From an optimization exercise on the open Yosys and OpenROAD flow, aimed at small area, a short achievable clock period and few clock cycles per item; shortcuts taken in it are not production practice. Function was checked by simulation only, so behaviour that the tests miss may differ from the original. No activity file was given, so power comes from the tool's default toggle rates.

indigo:
Design shift_sub_mod_mul, start of the top module:
module shift_sub_mod_mul #(
  parameter Data_Width = 256
)(
  input  logic                      i_clk,
  input  logic                      i_rst_n,
  input  logic                      i_load,
  input  logic [Data_Width - 1 : 0] i_a,
  input  logic [Data_Width - 1 : 0] i_b,
  input  logic [Data_Width - 1 : 0] i_m,
  output logic                      o_ready,
  output logic                      o_busy,
  output logic [Data_Width - 1 : 0] o_p
);
Size: ~8,800 cells after synthesis, ~1,300 flip-flops, about 90,000 sq um of cells after synthesis.
export LEC_CHECK = 0
export CAP_MARGIN = 30
export CORE_MARGIN = 2
export CORE_UTILIZATION = 35
export SETUP_SLACK_MARGIN = 0.5
export SLEW_MARGIN = 40
create_clock -name core_clock -period 14.0 [get_ports {i_clk}]
standard.sh (not shown) runs the stock make flow with config.mk's settings and CLKGATE_MAP_FILE= SYNTH_SCRIPT=/design/flow/synth_recipe.tcl, a recipe that flattens the netlist after the stock synthesis.
==> flow/flow/run.sh <==
#!/bin/bash
bash standard.sh SETUP_SLACK_MARGIN=7.5 finish > standard_run.log 2>&1
Ran to the end and failed final checks on capacitance limit, slew limit: indigo.
Testbench counts of indigo, summed over its fixed seeds: cycles 25,722, ops 192.
For pepper, these inputs were changed with respect to indigo:
==> flow/flow/run.sh <==
#!/bin/bash
bash standard.sh SETUP_SLACK_MARGIN=8.5 finish > standard_run.log 2>&1
[summary]
Having completed the whole flow, pepper delivered a layout that passed the timing, DRC and antenna checks. When pepper is measured against indigo, its global-route usage turns out 2.1 points higher. Share of power burned in the clock network was higher in indigo than in pepper. Changes observed in pepper relative to indigo: final non-filler cell total went up by 124, setup slack went up by 600 ps, final design instance area without fill went up by about 3%, sequential share of layout area went down by 0.86 points, footprint of the multi-input gates went up by 890 sq um.
## Diff of input files: onyx against pepper
Settings: setting TNS_END_PERCENT to 5 for the first time.
==> flow/flow/run.sh <==
#!/bin/bash
bash standard.sh SETUP_SLACK_MARGIN=9.5 finish > standard_run.log 2>&1
- Compared with pepper, onyx shows a switching power as a share of total power that is 0.43 points lower.
- Layout overhead on the synthesized area ends up higher on onyx.
- Delta(minimum period implied by the final worst setup slack, onyx - pepper) > 0
- Compare pepper and onyx | total power higher: onyx
- Count of clock-buffer cells in the layout was higher in pepper than in onyx.
- On post-route clock period utilization: between pepper and onyx, it ends up lower for pepper.
- When onyx is set beside pepper, its overall fraction of global-route tracks in use turns out to be 0.95 points larger.
--- input diff onyx..sierra ---
==> flow/flow/run.sh <==
#!/bin/bash
bash standard.sh SETUP_SLACK_MARGIN=8.5 finish > standard_run.log 2>&1
[summary]
Taking onyx as the reference, in sierra total inserted antenna cells now sits lower, achievable clock frequency now sits at about the same level, number of buffers inserted by post-CTS setup repair now sits lower, final-layout fill cell count now sits higher. [compare] base=onyx new=sierra: power went down about 10%, met2 usage in global routing went down 0.93 points, setup slack of the critical path after layout went down 15 ps, fraction of power consumed by combinational cells went down 2.6 points.
diff inputs: sierra => raven
Settings: TNS_END_PERCENT: 5 -> unset.
==> flow/flow/run.sh <==
#!/bin/bash
bash standard.sh SETUP_SLACK_MARGIN=8.0 finish > standard_run.log 2>&1
Findings:
- Between raven and sierra, the area used by sequential logic in the layout figures differ only marginally.
- Share of power burned in combinational logic in raven is 2.1 points below sierra.
- Going from sierra to raven, sequential share of layout area picked up an extra 0.29 points, buffering overhead lost 0.85 points, design area lost 1100 sq um, global-route met1 utilization lost 0.81 points.
- Of the two values seen for launching instance or port of the critical path, s_r[246] was produced by raven and ph_first by sierra.
- raven vs sierra — non-clock buffer total of the final layout dropped by a few percent
- Higher combinational power goes to sierra over raven.
- The reported max-cap violation count of sierra and that of raven are within noise of each other.
- In the flow results for raven and sierra, the met3 layer usage reported by global route is smaller on sierra.

* * *

== v11 ==
The RTL this note starts from:
==> flow/design.v <==
`timescale 1ns / 1ps
module shift_sub_mod_mul #(
  parameter Data_Width = 256
)(
  input  logic                      i_clk,
  input  logic                      i_rst_n,
  input  logic                      i_load,
  input  logic [Data_Width - 1 : 0] i_a,
  input  logic [Data_Width - 1 : 0] i_b,
  input  logic [Data_Width - 1 : 0] i_m,
  output logic                      o_ready,
  output logic                      o_busy,
  output logic [Data_Width - 1 : 0] o_p
);
  localparam int N = Data_Width;
  localparam int W = Data_Width + 2;
  logic [N-1:0] a_r, b_r, m_r;
  logic [W-1:0] s_r, c_r;
  logic       ph_first, ph_step, ph_res, ph_rot, addm;
  logic       sel_shl, sel_res;    
  logic [8:0] cnt, sh;
  logic [W-1:0]  x, y, z, yy;
  logic [W-1:0]  s1, c1, s2, c2;
  logic [5:0]    h;
  logic          stepq, qn, q1, q2;
  logic signed [6:0] t0, t1, t2;
  assign x = ({W{sel_shl}} & {s_r[W-2:0], ph_rot & s_r[W-1]}) | ({W{sel_res}} & s_r);
  assign y = ({W{sel_shl}} & {c_r[W-2:0], 1'b0})              | ({W{sel_res}} & c_r);
  assign z = b_r[N-1] ? {2'b00, a_r} : '0;
  assign h = (ph_first ? 6'd0 : s_r[W-2:W-7]) + (ph_first ? 6'd0 : c_r[W-2:W-7])
           + z[W-1:W-6];
  always_comb begin
    case (m_r[N-2:N-3])
      2'd0:    begin t0 = -7'sd6;  t1 = 7'sd4; t2 = 7'sd12; end
      2'd1:    begin t0 = -7'sd6;  t1 = 7'sd6; t2 = 7'sd16; end
      2'd2:    begin t0 = -7'sd7;  t1 = 7'sd7; t2 = 7'sd19; end
      default: begin t0 = -7'sd10; t1 = 7'sd6; t2 = 7'sd20; end
    endcase
  end
  logic signed [6:0] hs;
  assign hs    = {h[5], h};
  assign stepq = ph_first | ph_step;
  assign qn    = (stepq & (hs < t0)) | addm;
  assign q2    = stepq & (hs >= t2);
  assign q1    = stepq & ~(hs < t0) & ~(hs >= t2) & (hs >= t1);
  assign yy = q1 ? ~{2'b00, m_r} :
              q2 ? ~{1'b0, m_r, 1'b0} :
              qn ?  {2'b00, m_r} : '0;
  assign s1 = x ^ y ^ z;
  assign c1 = {((x & y) | (x & z) | (y & z)), 1'b0} | {{(W-1){1'b0}}, q1 | q2};
  assign s2 = s1 ^ c1 ^ yy;
  assign c2 = {((s1 & c1) | (s1 & yy) | (c1 & yy)), 1'b0};
  always_ff @(posedge i_clk) begin
    s_r <= s2;
    c_r <= c2;
    if (i_load) begin
      a_r <= i_a;
      b_r <= i_b;
      m_r <= i_m;
    end else begin
      b_r <= {b_r[N-2:0], 1'b0};
      if (!m_r[N-1]) m_r <= {m_r[N-2:0], 1'b0};
    end
  end
  logic         la_cz, la_neg;
  assign la_cz  = ~|c1;
  assign la_neg = s1[W-1];
  logic       n_first, n_step, n_res, n_rot, n_addm, n_ready, n_busy;
  logic [8:0] n_cnt, n_sh;
  always_comb begin
    n_first = ph_first;
    n_step  = ph_step;
    n_res   = ph_res;
    n_rot   = ph_rot;
    n_addm  = addm;
    n_cnt   = cnt;
    n_sh    = sh;
    n_ready = 1'b0;
    n_busy  = o_busy;
    if (i_load) begin
      n_first = 1'b1;
      n_step  = 1'b0;
      n_res   = 1'b0;
      n_rot   = 1'b0;
      n_addm  = 1'b0;
      n_cnt   = '0;
      n_sh    = '0;
      n_busy  = 1'b1;
    end else begin
      if (ph_first) begin
        if (m_r[N-1]) begin
          n_first = 1'b0;
          n_step  = 1'b1;
          n_cnt   = 9'd1;
        end else begin
          n_sh = sh + 9'd1;
        end
      end
      if (ph_step) begin
        n_cnt = cnt + 9'd1;
        if (cnt == 9'd255) begin
          n_step = 1'b0;
          n_res  = 1'b1;
        end
      end
      if (ph_res) begin
        if (addm) begin
          n_addm = 1'b0;
        end else if (la_cz) begin
          if (la_neg) begin
            n_addm = 1'b1;
          end else if (sh == 9'd0) begin
            n_res   = 1'b0;
            n_ready = 1'b1;
            n_busy  = 1'b0;
          end else begin
            n_res = 1'b0;
            n_rot = 1'b1;
            n_cnt = sh;
          end
        end
      end
      if (ph_rot) begin
        n_cnt = cnt + 9'd1;
        if (cnt == 9'd257) begin
          n_rot   = 1'b0;
          n_ready = 1'b1;
          n_busy  = 1'b0;
        end
      end
    end
  end
  always_ff @(posedge i_clk or negedge i_rst_n) begin
    if (!i_rst_n) begin
      ph_first <= 1'b0;
      ph_step  <= 1'b0;
      ph_res   <= 1'b0;
      ph_rot   <= 1'b0;
      addm     <= 1'b0;
      cnt      <= '0;
      sh       <= '0;
      o_busy   <= 1'b0;
      o_ready  <= 1'b0;
      sel_shl  <= 1'b0;
      sel_res  <= 1'b1;
    end else begin
      ph_first <= n_first;
      ph_step  <= n_step;
      ph_res   <= n_res;
      ph_rot   <= n_rot;
      addm     <= n_addm;
      cnt      <= n_cnt;
      sh       <= n_sh;
      o_busy   <= n_busy;
      o_ready  <= n_ready;
      sel_shl  <= n_step | n_rot;
      sel_res  <= ~n_first & ~n_step & ~n_rot;
    end
  end
  assign o_p = s_r[N-1:0];
endmodule
clock: 14.0 ns
lec_check: 0
abc_clock_period_in_ps: 4000
cap_margin: 30
core_margin: 2
core_utilization: 35
setup_slack_margin: 5
slew_margin: 40
run.sh (not shown) runs the stock make flow with config.mk's settings and CLKGATE_MAP_FILE= SYNTH_SCRIPT=/design/flow/synth_recipe.tcl, a recipe that flattens the netlist after the stock synthesis.
Stock flow here: none of the scripts above is used.
In summary, v11 completed successfully, with a layout that passed the timing, DRC and antenna checks.
Testbench counts of v11, summed over its fixed seeds: cycles 50,673, ops 192.
For v10, these inputs were changed with respect to v11:
- SETUP_SLACK_MARGIN changed from 5 to 0.5
- ABC_CLOCK_PERIOD_IN_PS removed (was 4000)
--- outcome ---
Going from v11 to v10, number of placed instances with taps included barely changed; synthesis-to-layout area growth dropped 0.25 points; register fraction of the total cell area barely changed; netlist area before placement barely changed. After detailed routing, v11 needs less wire than v10. v10 against v11: worst hold slack lost 3.9 ps; cell-internal power flat; sequential power flat.

afterwards: timing with drivers on the ports:
In the flow no input, the clock included, has a driving cell. The finished layouts below were timed again as built, in two steps. Step 1: set_driving_cell puts a clkbuf_16 on i_clk and a buf_2 on each other input, an assumption about the parent block. Step 2 times the ports against the registers' clock, not the clock port: input delays grow and output delays shrink by t, the midpoint of the rising clock arrivals with the driver on. a / b / c = ideal ports / drivers / drivers and shift; a / b = the first two.
run | t (ns) | slack for setup (ns) | worst hold slack (ns) | worst setup path at the end | latest minus earliest clock arrival (ns)
indigo | 0.920 | 7.660 / 7.660 / 7.387 | 0.447 / 0.447 / 0.447 | input to register | 0.047 / 0.047
pepper | 0.920 | 8.261 / 8.261 / 8.128 | 0.447 / 0.447 / 0.447 | input to register | 0.048 / 0.048
onyx | 0.925 | 8.133 / 8.133 / 7.752 | 0.439 / 0.439 / 0.439 | input to register | 0.056 / 0.056
sierra | 0.924 | 8.118 / 8.118 / 7.889 | 0.443 / 0.443 / 0.443 | input to register | 0.067 / 0.067
raven | 0.920 | 8.166 / 8.166 / 7.686 | 0.433 / 0.433 / 0.433 | input to register | 0.060 / 0.060
v11 | 0.888 | 7.042 / 7.042 / 7.042 | 0.450 / 0.450 / 0.450 | register to register | 0.034 / 0.034
v10 | 0.861 | 7.653 / 7.653 / 7.653 | 0.446 / 0.446 / 0.446 | register to register | 0.048 / 0.048
For raven, which loses most, drivers alone change the setup slack by 0.000 ns; drivers and shift together by -0.480 ns.
